This is an optimization exercise on Yosys and OpenROAD, whose aim is small area and a short achievable clock period, not a production implementation.
In this exercise RTL edits were held to simulation tests only and were not proved equivalent to the original.
No activity file was given, so power comes from the tool's default toggle rates.

==> config.mk <==
export PLATFORM = sky130hd
export DESIGN_NAME = Top
export DESIGN_NICKNAME = Top
export VERILOG_FILES = /design/flow/design.v
export SDC_FILE = /design/flow/constraint.sdc
export NUM_CORES = 4
export LEC_CHECK = 0
export CAP_MARGIN = 20
export CORE_MARGIN = 2
export CORE_UTILIZATION = 40
export SLEW_MARGIN = 20
==> constraint.sdc <==
create_clock -name core_clock -period 120.0 [get_ports {clk_50ns}]
set_input_delay 24.0000 -clock core_clock [delete_from_list [all_inputs] [get_ports {clk_50ns}]]
set_output_delay 24.0000 -clock core_clock [all_outputs]
set_load 0.01 [all_outputs]
==> design.v <==
`timescale 1ns / 1ps
module Fdiv #(
    parameter [31:0] DIV = 32'd4
) (
    input  wire reset,
    input  wire clk_50ns,
    output wire tick_1s
);
  reg [31:0] counter;
  reg clk_1s;
  assign tick_1s = (counter == DIV) && !clk_1s;
  always @(posedge reset or posedge clk_50ns) begin
    if (reset) begin
      counter <= 32'd0;
      clk_1s  <= 1'b0;
    end else if (counter == DIV) begin
      counter <= 32'd0;
      clk_1s <= ~clk_1s;
    end else counter <= counter + 1'b1;
  end
endmodule
`timescale 1ns / 1ps
module Dis (
    input wire reset,
    input wire start,
    input wire pause,
    input wire waitt,
    input wire clk_50ns,
    input wire tick_1s,
    input wire [1:0] speedup,
    output reg [15:0] distance
);
  reg start_ff;
  always @(posedge reset or posedge clk_50ns) begin
    if (reset) begin
      distance <= 16'd0;
      start_ff <= 1'b0;
    end else if (tick_1s) begin
      if ((start || start_ff) && !pause && !waitt) begin
        case (speedup)
          2'b00: distance <= distance + 16'd1;
          2'b01: distance <= distance + 16'd2;
          2'b10: distance <= distance + 16'd4;
          2'b11: distance <= distance + 16'd6;
        endcase
        if (start) start_ff <= start;
      end
    end
  end
endmodule
`timescale 1ns / 1ps
module Traffic (
    input  wire reset,
    input  wire pause,
    input  wire waitt,
    input  wire clk_50ns,
    input  wire tick_1s,
    output reg  addition
);
  reg [3:0] count;
  always @(posedge reset or posedge clk_50ns) begin
    if (reset) begin
      count <= 4'd0;
      addition <= 1'b0;
    end else if (tick_1s) begin
      if (count == 4'd10) begin
        count <= 4'd0;
        addition <= 1'b1;
      end else if (!pause && waitt) begin
        count <= count + 4'd1;
        addition <= 1'b0;
      end
    end
  end
endmodule
`timescale 1ns / 1ps
module Fare (
    input wire reset,
    input wire start,
    input wire pause,
    input wire waitt,
    input wire clk_50ns,
    input wire tick_1s,
    input wire addition,
    input wire [15:0] distance,
    output reg [15:0] fare
);
  parameter s_fare = 16'd60;   
  reg start_ff;
  always @(posedge reset or posedge clk_50ns) begin
    if (reset) begin
      fare <= 16'd0;
      start_ff <= 1'b0;
    end else if (tick_1s) begin
      if ((start || start_ff) && !waitt && !pause) begin
        if (distance <= 16'd30) begin
          fare <= s_fare;
        end else if (fare <= 16'd200) begin
          fare <= s_fare + (12 * (distance - 30)) / 10;
        end else begin
          fare <= 16'd204 + (18 * (distance - 150)) / 10;
        end
        if (start) start_ff <= start;
      end else if (addition && waitt && !pause) begin
        fare <= fare + 16'd5;
      end
    end
  end
endmodule
`timescale 1ns / 1ps
module Delay #(
    parameter integer SCAN = 2
) (
    input wire reset,
    input wire clk_50ns,
    output reg [2:0] Bit_Sel
);
  integer cnt;
  always @(posedge reset or posedge clk_50ns) begin
    if (reset) begin
      cnt <= 0;
      Bit_Sel <= 3'b000;
    end else begin
      cnt <= cnt + 1;
      if (cnt == SCAN) begin
        Bit_Sel <= Bit_Sel + 3'b001;
        cnt <= 0;
      end
    end
  end
endmodule
`timescale 1ns / 1ps
module BcdCode (
    input  wire [15:0] bin,
    output reg  [15:0] bcd
);
  always @(*) begin
    bcd[3:0]   = bin % 10;
    bcd[7:4]   = bin / 10 % 10;
    bcd[11:8]  = bin / 100 % 10;
    bcd[15:12] = bin / 1000 % 10;
  end
endmodule
`timescale 1ns / 1ps
module SLed (
    input wire [15:0] distance_bcd,
    input wire [15:0] fare_bcd,
    input wire [2:0] Bit_Sel,
    output reg [3:0] AN,   
    output reg [7:0] Seg   
);
  reg [3:0] digit;
  always @(*) begin
    case (Bit_Sel)
      3'b000: AN <= 4'b1000;
      3'b001: AN <= 4'b1001;
      3'b010: AN <= 4'b1010;
      3'b011: AN <= 4'b1011;
      3'b100: AN <= 4'b1100;
      3'b101: AN <= 4'b1101;
      3'b110: AN <= 4'b1110;
      3'b111: AN <= 4'b1111;
    endcase
  end
  always @(*) begin
    case (Bit_Sel)
      3'b000: digit <= fare_bcd[15:12];
      3'b001: digit <= fare_bcd[11:8];
      3'b010: digit <= fare_bcd[7:4];
      3'b011: digit <= fare_bcd[3:0];
      3'b100: digit <= distance_bcd[15:12];
      3'b101: digit <= distance_bcd[11:8];
      3'b110: digit <= distance_bcd[7:4];
      3'b111: digit <= distance_bcd[3:0];
    endcase
  end
  always @(*) begin
    if (Bit_Sel == 3'b010 || Bit_Sel == 3'b110) begin
      case (digit)
        4'b0000: Seg <= 8'b0000_0010;
        4'b0001: Seg <= 8'b1001_1110;
        4'b0010: Seg <= 8'b0010_0100;
        4'b0011: Seg <= 8'b0000_1100;
        4'b0100: Seg <= 8'b1001_1000;
        4'b0101: Seg <= 8'b0100_1000;
        4'b0110: Seg <= 8'b0100_0000;
        4'b0111: Seg <= 8'b0001_1110;
        4'b1000: Seg <= 8'b0000_0000;
        4'b1001: Seg <= 8'b0000_1000;
        default: Seg <= 8'b1111_1110;
      endcase
    end else begin
      case (digit)
        4'b0000: Seg <= 8'b0000_0011;
        4'b0001: Seg <= 8'b1001_1111;
        4'b0010: Seg <= 8'b0010_0101;
        4'b0011: Seg <= 8'b0000_1101;
        4'b0100: Seg <= 8'b1001_1001;
        4'b0101: Seg <= 8'b0100_1001;
        4'b0110: Seg <= 8'b0100_0001;
        4'b0111: Seg <= 8'b0001_1111;
        4'b1000: Seg <= 8'b0000_0001;
        4'b1001: Seg <= 8'b0000_1001;
        default: Seg <= 8'b1111_1111;
      endcase
    end
  end
endmodule
`timescale 1ns / 1ps
module Top(reset,start,pause,waitt,clk_50ns,speedup,AN,Seg);
  input reset;
  input start;
  input pause;
  input waitt;
  input clk_50ns;
  input [1:0]speedup;
  output [3:0]AN;
  output [7:0]Seg;
  wire tick_1s;
  wire addition;
  wire [2:0]Bit_Sel;
  wire [15:0]fare;
  wire [15:0]fare_bcd;
  wire [15:0]distance;
  wire [15:0]distance_bcd;
  Fdiv u1(reset,clk_50ns,tick_1s);
  Dis  u2(reset,start,pause,waitt,clk_50ns,tick_1s,speedup,distance);
  Traffic u3(reset,pause,waitt,clk_50ns,tick_1s,addition);
  Fare u4(reset,start,pause,waitt,clk_50ns,tick_1s,addition,distance,fare);
  Delay u5(reset,clk_50ns,Bit_Sel);
  BcdCode u6(distance,distance_bcd);
  BcdCode u7(fare,fare_bcd);
  SLed  u8(distance_bcd,fare_bcd,Bit_Sel,AN,Seg);
endmodule
==> run.sh <==
#!/bin/bash
# synth_recipe.tcl (not shown) runs the flow's synth.tcl, then flattens the netlist and writes it again
# the make line also repeats each setting of config.mk as NAME=value (left out here)
make -C /OpenROAD-flow-scripts/flow DESIGN_CONFIG=/design/flow/config.mk WORK_HOME=/design/flow/orfs CLKGATE_MAP_FILE= SYNTH_SCRIPT=/design/flow/synth_recipe.tcl finish
==> summary.txt <==
==> registers in the layout, summed over array words and instances (netlist names), 3 cells and up <==
| register | flops |
|---|---|
| u3.count | 4 |
| u1.counter | 32 |
| u5.Bit_Sel | 3 |
| u4.fare | 16 |
| u2.distance | 16 |
| u5.cnt | 32 |
==> how the worst max path moves through the flow <==
stage | startpoint | end | cells past startpoint
2_1_floorplan | u5.Bit_Sel[0]$_DFFE_PP0N_ | Seg[3] | 356
3_3_place_gp | u5.Bit_Sel[1]$_DFFE_PP0N_ | Seg[3] | 316
3_5_place_dp | u5.Bit_Sel[0]$_DFFE_PP0N_ | Seg[3] | 319
4_1_cts | u5.Bit_Sel[0]$_DFFE_PP0N_ | Seg[3] | 319
5_1_grt | u5.Bit_Sel[0]$_DFFE_PP0N_ | Seg[3] | 326
6_report | u5.Bit_Sel[1]$_DFFE_PP0N_ | Seg[3] | 322
==> logic make-up after synthesis <==
| group | Yosys count | synth area share (%) |
|---|---|---|
| xor gates and xnor gates | 788 | 11.22 |
| buffers and inverters | 582 | 3.825 |
| muxes | 228 | 3.947 |
| adders and majority gates | 522 | 10.56 |
| AOI/OAI and AO/OA | 2952 | 33.63 |
| DFF | 107 | 4.335 |
| and+or+nand+nor | 3883 | 32.47 |
| other | 2 | 0.01216 |
==> stage by stage <==
step                cells  utilization (%)  setup WS, ns  cell area (um2)
floorplan            9095                -         25.40            61880
global placement    10943            41.73         6.486            64140
detailed placement  10944            41.75         6.661            64160
CTS                 10960            41.97         5.934            64500
global route        10964            42.00       0.05217            64550
finish              10965            42.00         6.807            64560
==> synth_stat cells (51+ instances only) <==
cell      instances  area [um2]
nor2_1          937        3517
nand2_1         863        3239
a21oi_1         603        3018
xnor2_1         545        4773
ha_1            509        6369
o21ai_0         503        2517
nor3_1          347        1737
nand3_1         345        1727
inv_1           244       915.9
xor2_1          239        2093
clkbuf_1        222       833.3
a21o_1          195        1464
nand2b_1        171        1070
nand4_1         162        1013
o21a_1          158        1186
a31oi_1         148       925.9
and3_1          137       857.1
mux2i_1         126        1261
nor2b_1         122       763.2
and2_1          121       757.0
a211oi_1        115       863.3
nor4_1          113       706.9
o211ai_1        113       848.3
dfrtp_1         107        2678
or3_1           107       669.4
mux2_2           96        1081
o31ai_1          91       683.2
or2_2            84       525.5
o21ai_1          81       405.4
buf_2            66       330.3
and4_1           52       455.4
o31a_1           51       446.7
==> power by group <==
part / internal [mW] / total (mW) / leakage (nW) / switching (mW)
clock: 0.0173 / 0.0348 / 0.164 / 0.0175
sequential: 0.0373 / 0.0407 / 1.43 / 0.00338
combinational: 0.349 / 0.927 / 25.9 / 0.578
==> per-layer routing <==
layer	vias up	GRT usage (%)	share of wire (%)
li1	34180	-	-
met1	33594	37.23	46
met2	2475	44.26	45
met3	392	2.265	6.2
met4	8	7.734	3.1
met5	-	0	0.023
==> cell type report <==
| class | count | area (um2) | area share (%) |
|---|---|---|---|
| multi-input cells | 8406 | 56950 | 88.23 |
| flip-flops and latches | 107 | 2678 | 4.148 |
| well taps | 2044 | 2557 | 3.962 |
| repair buffers | 134 | 1056 | 1.636 |
| inverters | 257 | 969.7 | 1.502 |
| clock buffers | 9 | 225.2 | 0.3489 |
| clock inverters | 7 | 112.6 | 0.1744 |
| diodes | 1 | 2.502 | 0.003876 |
==> critical path: cells and delay by family, from the launching register on <==
family          cells  cell delay (ns)
xor+xnor            4             1.40
simple gates      126            33.64
buf+inv            15             2.47
fa+ha+maj          31            10.03
flops               1             0.41
compound gates    136            36.94
mux                10             3.68
==> repair_timing <==
| item | 4_1_cts | 5_1_grt |
|---|---|---|
| endpoints found under the setup margin | 0 | 7 |
| buffers inserted | 0 | 3 |
| endpoints found under the hold margin | 0 | 0 |
| gates resized for setup | 0 | 4 |
==> results.sh <==
export IMPL_clk_pin_slew_ns=0.09
export IMPL_r2r_slack_ns=81.10
export IMPL_p_per_area_nw_per_um2=15.53
export IMPL_drc=0
export IMPL_dr_pass1_iters=8
export IMPL_cts_htree_levels=3
export IMPL_dieArea_um2=157600
export IMPL_io_pins=19
export IMPL_worstPathRequired_ns=96.00
export IMPL_vias_per_cell=6.443
export IMPL_critPathLaunchType="flop"
export IMPL_core_area_um2=153700
export IMPL_fin_skew_ns=0.02376
export IMPL_die_h_um=396.9
export IMPL_clock_latency_ns=0.39
export IMPL_hold_buffers=0
export IMPL_cts_tree="yes"
export IMPL_async_reset_ff_share_pct=100.0
export IMPL_antenna_found_initial=5
export IMPL_root_buffer="clkbuf_16"
export IMPL_hold_viol=0
export IMPL_slowest_delay_ns=0.81
export IMPL_grt_pass1_vias=65128
export IMPL_ys_ff_latch=107
export IMPL_ir_drop_v=0.00006744
export IMPL_final_cell_mix="932 x nor2_1, 861 x nand2_1, 602 x a21oi_1, 544 x xnor2_1, 509 x ha_1"
export IMPL_worstPathMaxFanout=27
export IMPL_grt_max_degree=59
export IMPL_drt_initial_drc_count=6551
export IMPL_fmax_mhz=8.834
export IMPL_worst_path_max_delay_cell="a2111oi_0"
export IMPL_portBuffers=17
export IMPL_gp_congestion=0.9865
export IMPL_area_growth_synth_to_final_pct=4.528
export IMPL_wl_per_cell_um=20.42
export IMPL_setup_viol=0
export IMPL_syn_area_um2=61760
export IMPL_syn_area_per_cell_um2=6.814
export IMPL_nNetsFinal=9433
export IMPL_postSynthCellCount=9064
export IMPL_hpwl_mm=179.0
export IMPL_gr_total_overflow=0
export IMPL_drive_gt1_share_pct=6.771
export IMPL_numCtsBuffers=9
export IMPL_worst_slew_pin_slew_ns=1.166
export IMPL_worstSetupPathType="reg2out"
export IMPL_slew_headroom_pct=21.74
export IMPL_max_cap_viol_count=0
export IMPL_seq_area_frac_synth_pct=4.335
export IMPL_ant_nets=0
export IMPL_fin_setup_tns_ns=0
export IMPL_status="no timing/DRC/antenna violations"
export IMPL_cp_end_kind="output port"
export IMPL_dieWidth_um=396.9
export IMPL_track_usage_pct=26.89
export IMPL_fin_crit_sh_pct=94.33
export IMPL_yosys_warnings=7
export IMPL_slew_violations=0
export IMPL_min_path_cells=1
export IMPL_min_period_ns=113.19
export IMPL_hold_start="u2.start_ff$_DFFE_PP0P_"
export IMPL_crit_top_cell="ha_1"
export IMPL_cts_sinks=107
export IMPL_num_rows=144
export IMPL_power_mw=1.002
export IMPL_vias=70649
export IMPL_final_common_cell="nor2_1"
export IMPL_timing_hold_ws_ns=0.4719
export IMPL_rr_startpoint="u2.distance[2]$_DFFE_PP0P_"
export IMPL_synth_flop_cell="dfrtp_1"
export IMPL_wl_mm=223.9
export IMPL_floorplan_initialDensity_pct=40.18
export IMPL_hold_end="u2.start_ff$_DFFE_PP0P_"
export IMPL_power_leakage_nw=27.52
export IMPL_fillers=16132
export IMPL_grt_pass1_wl_mm=355.7
export IMPL_min_path_type="reg2reg"
export IMPL_critical_path_arrival_ns=89.19
export IMPL_synth_edf_count=0
export IMPL_r2r_cells=110
export IMPL_timing_rr_end="u4.fare[0]$_DFFE_PP0P_"
export IMPL_ys_types=160
export IMPL_clock_path_buffers=2
export IMPL_rsz0062_at_grt="no"

## re-timing with driven ports
The flow's constraints put no driver on any port. The routed layout listed below was extracted and timed again, unchanged, in two steps. Step 1 assumes that a clkbuf_16 drives the clock port and a buf_2 every other input. Step 2 also shifts input and output timing later by t, the mid clock arrival at the registers, as if the neighbouring blocks saw the same clock. Three values: no drivers, after step 1, after step 2; two values: the first two.
t (ns): 0.436
setup WS [ns]: 6.807 / 6.752 / 7.188
slew at the worst register clock pin (ns): 0.10 / 0.10
After both steps this run still meets setup and hold. The setup slack of this run moves by -0.055 ns with the drivers and by +0.381 ns with both steps.
